Background: an optimization exercise with open tools, aiming at small area, a short achievable clock period and few clock cycles. Do not read the settings as production practice. Only simulation tests tie the RTL to the original design; equivalence was not proved. Power and IR drop assume default switching activity.

## config.mk

```make
export PLATFORM = sky130hd
export DESIGN_NAME = processor
export DESIGN_NICKNAME = processor
export VERILOG_FILES = /design/flow/design.v
export SDC_FILE = /design/flow/constraint.sdc
export NUM_CORES = 4
export LEC_CHECK = 0
export CAP_MARGIN = 20
export CORE_MARGIN = 2
export CORE_UTILIZATION = 40
export SLEW_MARGIN = 20
```

## constraint.sdc

```tcl
create_clock -name core_clock -period 10.0 [get_ports {clk}]
set_input_delay 2.0000 -clock core_clock [delete_from_list [all_inputs] [get_ports {clk}]]
set_output_delay 2.0000 -clock core_clock [all_outputs]
set_load 0.01 [all_outputs]
```

## design.v

```verilog
module alu(
    input  wire logic [31:0] in1_i,
    input  wire logic [31:0] in2_i,
    input  wire logic [2:0]  op_i,       
    input  wire logic        sub_i,      
    input  wire logic        arith_i,    
    output      logic [31:0] sum_o,      
    output      logic        eq_o,
    output      logic        lt_o,
    output      logic        ltu_o,
    output      logic [31:0] out_o
    );
    logic [32:0] addsub;
    logic [31:0] x;
    logic [31:0] sr, sl, rin;
    logic [32:0] srx;
    always_comb begin
        addsub = {1'b0, in1_i} + {1'b0, in2_i ^ {32{sub_i}}} + {32'd0, sub_i};
        sum_o  = addsub[31:0];
        x      = in1_i ^ in2_i;
        eq_o   = ~|x;
        ltu_o  = ~addsub[32];
        lt_o   = (in1_i[31] ^ in2_i[31]) ? in1_i[31] : addsub[31];
        for (int i = 0; i < 32; i++) rin[i] = (op_i[2]) ? in1_i[i] : in1_i[31-i];
        srx = $signed({arith_i & op_i[2] & in1_i[31], rin}) >>> in2_i[4:0];
        sr  = srx[31:0];
        for (int i = 0; i < 32; i++) sl[i] = sr[31-i];
        case (op_i)
            3'b000: out_o = sum_o;
            3'b001: out_o = sl;
            3'b010: out_o = {31'd0, lt_o};
            3'b011: out_o = {31'd0, ltu_o};
            3'b100: out_o = x;
            3'b101: out_o = sr;
            3'b110: out_o = in1_i | in2_i;
            default: out_o = in1_i & in2_i;
        endcase
    end
endmodule
module register_file(
    input  wire logic        clk,
    input  wire logic [31:0] in_i,
    input  wire logic [4:0]  in_sel_i,
    input  wire logic        in_en_i,
    input  wire logic [4:0]  out1_sel_i,
    input  wire logic [4:0]  out2_sel_i,
    output      logic [31:0] out1_o,
    output      logic [31:0] out2_o
    );
    logic [31:0] regs[31:1];
    always_ff @(posedge clk) begin
        if (in_en_i && in_sel_i != 5'd0)
            regs[in_sel_i] <= in_i;
    end
    assign out1_o = (out1_sel_i == 5'd0) ? 32'd0 : regs[out1_sel_i];
    assign out2_o = (out2_sel_i == 5'd0) ? 32'd0 : regs[out2_sel_i];
endmodule
module decoder(
    input  wire logic [31:0] instr_i,
    output      logic        is_op_o,        
    output      logic        is_upper_o,     
    output      logic        is_lui_o,
    output      logic        is_jal_o,
    output      logic        is_jalr_o,
    output      logic        is_branch_o,
    output      logic        is_mem_o,       
    output      logic        is_store_o,
    output      logic        use_rs2_o,      
    output      logic        wr_rd_o,        
    output      logic [31:0] imm_o,          
    output      logic [31:0] timm_o          
    );
    logic [4:0] op;
    always_comb begin
        op = instr_i[6:2];
        is_op_o     = ~op[4] &  op[2] & ~op[0];
        is_upper_o  = ~op[4] &  op[2] &  op[0];
        is_lui_o    = ~op[4] &  op[3];
        is_jal_o    =  op[4] &  op[1];
        is_jalr_o   =  op[4] & ~op[1] & op[0];
        is_branch_o =  op[4] & ~op[0];
        is_mem_o    = ~op[4] & ~op[2] & ~op[0];
        is_store_o  =  op[3];           
        use_rs2_o   =  op[3] & (op[2] | (op[4] & ~op[0]));
        wr_rd_o     = (op[4] & op[0]) | (~op[4] & op[2]);
        imm_o = {{21{instr_i[31]}}, instr_i[30:25], (~op[4] & ~op[2] & op[3]) ? instr_i[11:7] : instr_i[24:20]};
        if (~op[4])
            timm_o = {instr_i[31:12], 12'd0};
        else if (op[1])
            timm_o = {{12{instr_i[31]}}, instr_i[19:12], instr_i[20], instr_i[30:21], 1'b0};
        else
            timm_o = {{20{instr_i[31]}}, instr_i[7], instr_i[30:25], instr_i[11:8], 1'b0};
    end
endmodule
module processor(
    input wire logic       clk,
    input wire logic       reset_i,
    output      logic        sel_o,
    output      logic [31:0] addr_o,
    output      logic        we_o,
    output      logic [3:0]  wr_mask_o,
    input  wire logic [31:0] data_in_i,
    output      logic [31:0] data_out_o,
    input  wire logic        ack_i
    );
    typedef enum logic [2:0] {
        FETCH,       
        RD,          
        EX,          
        MEM,         
        LDW          
    } state_t;
    state_t      state;
    logic [31:0] ir;
    logic [31:2] pc;             
    logic [31:0] op_a;
    logic [31:0] op_b;
    logic [4:0]  ld_rd;
    logic [2:0]  ld_f3;
    logic [1:0]  ld_off;
    logic        ldw;            
    logic        is_op, is_upper, is_lui, is_jal, is_jalr, is_branch;
    logic        is_mem, is_store, use_rs2, wr_rd;
    logic [31:0] imm, timm;
    decoder decoder(
        .instr_i(ir),
        .is_op_o(is_op),
        .is_upper_o(is_upper),
        .is_lui_o(is_lui),
        .is_jal_o(is_jal),
        .is_jalr_o(is_jalr),
        .is_branch_o(is_branch),
        .is_mem_o(is_mem),
        .is_store_o(is_store),
        .use_rs2_o(use_rs2),
        .wr_rd_o(wr_rd),
        .imm_o(imm),
        .timm_o(timm)
    );
    logic [2:0]  f3;
    logic [4:0]  rd, rs1, rs2;
    assign f3  = ir[14:12];
    assign rd  = ir[11:7];
    assign rs1 = ir[19:15];
    assign rs2 = ir[24:20];
    logic [31:0] rf_out1, rf_out2;
    logic [31:0] rf_in;
    logic [4:0]  rf_sel;
    logic        rf_en;
    register_file register_file(
        .clk(clk),
        .in_i(rf_in),
        .in_sel_i(rf_sel),
        .in_en_i(rf_en),
        .out1_sel_i(rs1),
        .out2_sel_i(rs2),
        .out1_o(rf_out1),
        .out2_o(rf_out2)
    );
    logic [2:0]  alu_op;
    logic        alu_sub;
    logic [31:0] alu_sum, alu_out;
    logic        alu_eq, alu_lt, alu_ltu;
    assign alu_op  = is_op ? f3 : 3'b000;
    assign alu_sub = (is_op & ((f3 == 3'b000 & ir[30] & ir[5]) | (f3[2:1] == 2'b01))) | is_branch;
    alu alu(
        .in1_i(op_a),
        .in2_i(op_b),
        .op_i(alu_op),
        .sub_i(alu_sub),
        .arith_i(ir[30]),
        .sum_o(alu_sum),
        .eq_o(alu_eq),
        .lt_o(alu_lt),
        .ltu_o(alu_ltu),
        .out_o(alu_out)
    );
    logic [31:0] tsum;           
    logic        cond, taken;
    logic [31:0] wb_x;
    logic [31:0] ld_val;
    logic [31:2] inc_in, inc;
    logic [3:0]  st_mask;
    always_comb begin
        tsum = ({pc, 2'b00} & {32{~(is_upper & is_lui)}}) + timm;
        case (f3[2:1])
            2'b00:   cond = alu_eq;
            2'b10:   cond = alu_lt;
            default: cond = alu_ltu;
        endcase
        taken = (is_branch & (cond ^ f3[0])) | is_jal | is_jalr;
        if (is_jal | is_jalr)
            wb_x = addr_o;               
        else if (is_upper)
            wb_x = tsum;
        else
            wb_x = alu_out;
        case (ld_f3[1:0])
            2'b00: begin
                case (ld_off)
                    2'b00: ld_val[7:0] = op_b[7:0];
                    2'b01: ld_val[7:0] = op_b[15:8];
                    2'b10: ld_val[7:0] = op_b[23:16];
                    default: ld_val[7:0] = op_b[31:24];
                endcase
                ld_val[31:8] = {24{~ld_f3[2] & ld_val[7]}};
            end
            2'b01: begin
                ld_val[15:0] = ld_off[1] ? op_b[31:16] : op_b[15:0];
                ld_val[31:16] = {16{~ld_f3[2] & ld_val[15]}};
            end
            default: ld_val = op_b;
        endcase
        rf_en  = ldw | (state == EX & wr_rd);
        rf_sel = ldw ? ld_rd : rd;
        rf_in  = ldw ? ld_val : wb_x;
        inc_in = (state == MEM) ? pc : addr_o[31:2];
        inc    = inc_in + 30'd1;
        case (f3[1:0])
            2'b00:   st_mask = 4'b0001 << alu_sum[1:0];
            2'b01:   st_mask = alu_sum[1] ? 4'b1100 : 4'b0011;
            default: st_mask = 4'b1111;
        endcase
    end
    always_ff @(posedge clk) begin
        ldw <= 1'b0;
        case (state)
            FETCH: begin
                sel_o <= 1'b1;
                if (sel_o && ack_i) begin
                    ir     <= data_in_i;
                    pc     <= addr_o[31:2];
                    addr_o <= {inc, 2'b00};
                    state  <= RD;
                end
            end
            RD: begin
                op_a <= rf_out1;
                op_b <= use_rs2 ? rf_out2 : imm;
                case (f3[1:0])
                    2'b00:   data_out_o <= {4{rf_out2[7:0]}};
                    2'b01:   data_out_o <= {2{rf_out2[15:0]}};
                    default: data_out_o <= rf_out2;
                endcase
                state <= EX;
            end
            EX: begin
                if (ack_i) begin
                    ir     <= data_in_i;
                    pc     <= addr_o[31:2];
                    ld_rd  <= rd;
                    ld_f3  <= f3;
                    ld_off <= alu_sum[1:0];
                    if (taken) begin
                        addr_o <= is_jalr ? {alu_sum[31:1], 1'b0} : tsum;
                        state  <= FETCH;
                    end else if (is_mem) begin
                        addr_o    <= alu_sum;
                        we_o      <= is_store;
                        wr_mask_o <= st_mask;
                        state     <= MEM;
                    end else begin
                        addr_o <= {inc, 2'b00};
                        state  <= RD;
                    end
                end
            end
            MEM: begin
                if (ack_i) begin
                    we_o   <= 1'b0;
                    op_b   <= data_in_i;
                    ldw    <= ~we_o & (ld_rd != 5'd0);
                    addr_o <= {inc, 2'b00};
                    if (~we_o & (ld_rd != 5'd0) & (ld_rd == rs1 | ld_rd == rs2)) begin
                        sel_o <= 1'b0;
                        state <= LDW;
                    end else begin
                        state <= RD;
                    end
                end
            end
            default: begin   
                sel_o <= 1'b1;
                state <= RD;
            end
        endcase
        if (reset_i) begin
            state  <= FETCH;
            sel_o  <= 1'b0;
            addr_o <= 32'd0;
            we_o   <= 1'b0;
            ldw    <= 1'b0;
        end
    end
endmodule
```

## run.sh

```bash
#!/bin/bash
# synth_recipe.tcl (not shown) runs the flow's synth.tcl, then flattens the netlist and writes it again
# the make line also repeats each setting of config.mk as NAME=value (left out here)
make -C /OpenROAD-flow-scripts/flow DESIGN_CONFIG=/design/flow/config.mk WORK_HOME=/design/flow/orfs CLKGATE_MAP_FILE= SYNTH_SCRIPT=/design/flow/synth_recipe.tcl finish
```

==> notes.md <==
* Status: finished clean
* Starting DRC count in detailed routing at slightly above 7k
* Top Layer Used: met5
* Vias in the first global route at between 40k and 50k
* Relative slew slack at 0.137
* Worst IR Drop VDD at around 0.18 mV
* CP Launch Type: register
* Synth Net Count at between 4k and 5k
* Adder-Cell Fraction of Synth Area at 0.0248
* DRC viols at 0
* NumNets Final at 4,687
* Max-cap viol count at 0
* Root Driver: clkbuf_16
* DIE HEIGHT at 408 um
* Most common cell on crit path: buf_4
* Top FF cell, synth: edfxtp_1
* Period minus WS final at between 6000 and 7000 ps
* Starting Density at 0.402
* Period utilization at 0.629
* # hold bufs at CTS at 0
* TritonCTS clock tree: built
* Count of buffer and inverter cells on the critical path at 2
* Sequential-to-total area share from yosys stat at 0.549
* Family with the most delay on the worst path: compound AO/OA/AOI/OAI gates
* Top-area cell type share of the netlist area at 0.536
* Clock Pin Slew Worst Setup and Hold Paths at ~60 ps
* CTS Buf Count at about 140
* Yosys warning total at 4
* Post-Synthesis Cells at 4,466
* Pwr dens at about 190 nW/um^2
* Worst r2r path cells at 16
* Row count at roughly 150
* Wl on met1 at about 96,000 um
* Dpl ws at about 3700 ps
* Die span in x at just over 400 um
* Mapped Avg Cell Area at around 15 um^2
* Synth cell types at 91
* First-pass DRT Iterations at 8
* Area of the multi-input gates at 28,300 um^2
* Clock Skews at approximately 40 ps
* I/O pin count at about 110
* WHS at about 550 ps
* Largest net degree at the start of global routing at about 120
* Mux contribution to synthesized area at 0.235
* Congestion Overflow GR at 0
* Critical path's slowest cell: o41ai_2
* Post-route ant nets at 0
* Area leader, netlist: edfxtp_1
* Critical Path RT at approximately 11,000 ps
* Storage element area at between 30,000 and 40,000 um^2
* Met3 wire len at about 27,000 um
* Crit-path cells: nor4b_2, o21ai_0, nand2_1, buf_4, xnor2_1, ha_1, nand4_1, nand2b_1, or3_1, o221ai_1, o22ai_1, o41ai_1, xor2_1, a221oi_1, o41ai_2, buf_4
* Fin Setup TNS at 0 ps
* Synth async-reset ratio at 0
* Total die area at about 170,000 um^2
* Vias at about 46k
* Max incr delay on CP at around 750 ps
* Area grow syn2layout at 13.1%
* Total GRT Usage at 0.288
* Placed cell area at 69,300 um^2
* Port-buffer cells at approximately 100
* Gp weighted congestion at around 1.0
* Setup ws final at 3710 ps
* Simple-gate share of the synthesized area at 0.0589
* # setup viols final at 0
* Clock Sinks at ~1.2k
* Vias per cell at 6.69
* Htree depth at 4
* Final design area excluding fillers at roughly 74,000 um^2
* Synth Area in XOR/XNOR at 0.0175
* First-pass GRT wire length at around 340,000 um
* Slew Viols, Final at 0
* Largest family of logic cells by synthesized area: multiplexers
* WP depth at 16
* Worst Path Max Fanout at 31
* Worst EP arrival at about 6800 ps
* DP Wirelength at about 150,000 um
* # fillers at about 14k
* N_diodes at 0
* Dominant cells by area after synthesis: edfxtp_1, mux4_2, mux2i_1
* Drt wl/cell at 35.9 um
* RSZ-0062 raised after global routing: false
* WL met2 at ~110,000 um
* EDFF count, synth at around 1.2k
* Max clock buf depth at 3
* Most frequent cells after synthesis: edfxtp_1, mux4_2, a21oi_1
* Routed WL at ~240,000 um
* Share of cells above drive strength 1 at 0.228
* Synth Area in Compound Gates at 0.0895
* Worst Hold Class: register to register
* Fin. Hold Viols at 0
* Leakage at between 20 and 25 nW
* Post-CTS Setup Repair Bufs at 0
* Most frequent cell after synthesis: edfxtp_1
* Hold Crit Depth at 0
* Cts repair resizes at 0
* Fmax at around 160 MHz
* Yosys reg bits at 1,205
* Synthesized area at around 65,000 um^2
* Initial antenna violation count at 4
* Clock latency (worst-skew pair) at approximately 790 ps
* Worst slew pin tran at roughly 1300 ps
* Crit path kind: register to register
* Core ar. at 162,000 um^2
* Critical path endpoint category: register
worst register-to-register path: stages, from the launching register on:
cell and delay, ps:
edfxtp_1 650, nor4b_2 510, o21ai_0 160, nand2_1 100, buf_4 470, xnor2_1 160
ha_1 430, nand4_1 170, nand2b_1 230, or3_1 380, o221ai_1 270, o22ai_1 240
o41ai_1 410, xor2_1 480, a221oi_1 200, o41ai_2 750, buf_4 420
registers in the layout, indices dropped and copies added, names as in the netlist, named ones only:
signal              count
register_file.regs    992
addr_o                 32
data_out_o             32
op_a                   32
op_b                   32
ir                     30
pc                     30
ld_rd                   5
wr_mask_o               4
ld_f3                   3
state                   3
ld_off                  2
ldw                     1
sel_o                   1
we_o                    1
final timing paths:
path	start	slack, ps	to
worst max-delay path	ir[2]$_DFFE_PP_	3710	register_file.regs[22][29]$_DFFE_PP_
worst min-delay path	ir[11]$_DFFE_PP_	550	ld_rd[4]$_DFFE_PP_
worst max register to register	ir[2]$_DFFE_PP_	3710	register_file.regs[22][29]$_DFFE_PP_
worst min register to register	ir[11]$_DFFE_PP_	550	ld_rd[4]$_DFFE_PP_
cell usage in the layout, fill, tap and decap left out, types with 19 or more instances in the layout:
master and instances:
edfxtp_1 1162, mux4_2 542, a21oi_1 283, nand2_1 261, mux2i_1 218, nor2_1 199
o21ai_0 190, clkbuf_16 137, buf_4 134, ha_1 126, inv_1 107, clkdlybuf4s50_1 104
a221oi_1 99, xnor2_1 96, nor3_1 82, mux2_2 77, nand3_1 54, and2_1 50
dfxtp_1 37, o221ai_1 36, clkbuf_1 34, nor2_4 33, xor2_1 32, a211oi_1 32
nor2b_1 30, o211ai_1 30, clkinv_1 25, a21o_1 24, a31oi_1 24, nand4_1 19
o21a_1 19, clkinv_2 19
per-stage QoR:
| step | utilization | instances | power, W |
|---|---|---|---|
| floorplan | - | 4466 | 0.00767 |
| global placement | 0.427 | 6559 | 0.00875 |
| detailed placement | 0.427 | 6561 | 0.00877 |
| CTS | 0.454 | 6803 | 0.0136 |
| global route | 0.454 | 6804 | 0.0140 |
| finish | 0.454 | 6804 | 0.0137 |
routing by layer:
metal / vias up / track usage
met5: - / 0
met4: 2 / 0.130
met3: 573 / 0.0641
met2: 3039 / 0.433
met1: 23700 / 0.400
li1: 18200 / -
cell type report:
cell class | count | share of cell area
Sequential cell | 1205 | 0.486
Tap cell | 2175 | 0.0369
Timing Repair Buffer | 246 | 0.0295
Clock inverter | 70 | 0.0104
Inverter | 110 | 0.00560
Multi-Input combinational cell | 2826 | 0.384
Clock buffer | 172 | 0.0485
cells by family (layout without fill, tap and decap cells):
kind of cell / after synthesis / after routing
simple gates: 826 / 826
fa+ha+maj: 128 / 128
xor+xnor: 129 / 129
mux: 839 / 839
buf+inv: 435 / 598
compound gates: 904 / 904
flops: 1205 / 1205
power breakdown:
group	total (W)	internal, W	switching, W
Sequential	0.00607	0.00592	0.000147
Combinational	0.00267	0.000927	0.00175
Clock	0.00491	0.00277	0.00214
Testbench counts, summed over its fixed seeds: cycles 107,153.

[static timing again, ports no longer ideal]
The flow's constraints put no driver on any port. The routed layout listed below was extracted and timed again, unchanged, in two steps.
Step 1 sets driving cells, clkbuf_16 on the clock port and buf_2 on the other inputs (assumed; they add their load-dependent delay and slew).
Step 2 adds t to the input delays and takes it off the output delays; t is the mean of the earliest and latest rising clock arrival at the registers after step 1. Input paths then give back, and output paths get back, about the clock's delay inside the block.
Slacks: no drivers / after step 1 / after step 2; pairs: no drivers / after step 1.
shift t [ns]: 0.854
setup WS [ns]: 3.715 / 3.715 / 3.715
worst hold slack (ns): 0.547 / 0.547 / 0.547
After both steps this run still meets setup and hold. For this run, drivers alone change the setup slack by 0.000 ns; drivers and shift together by 0.000 ns.
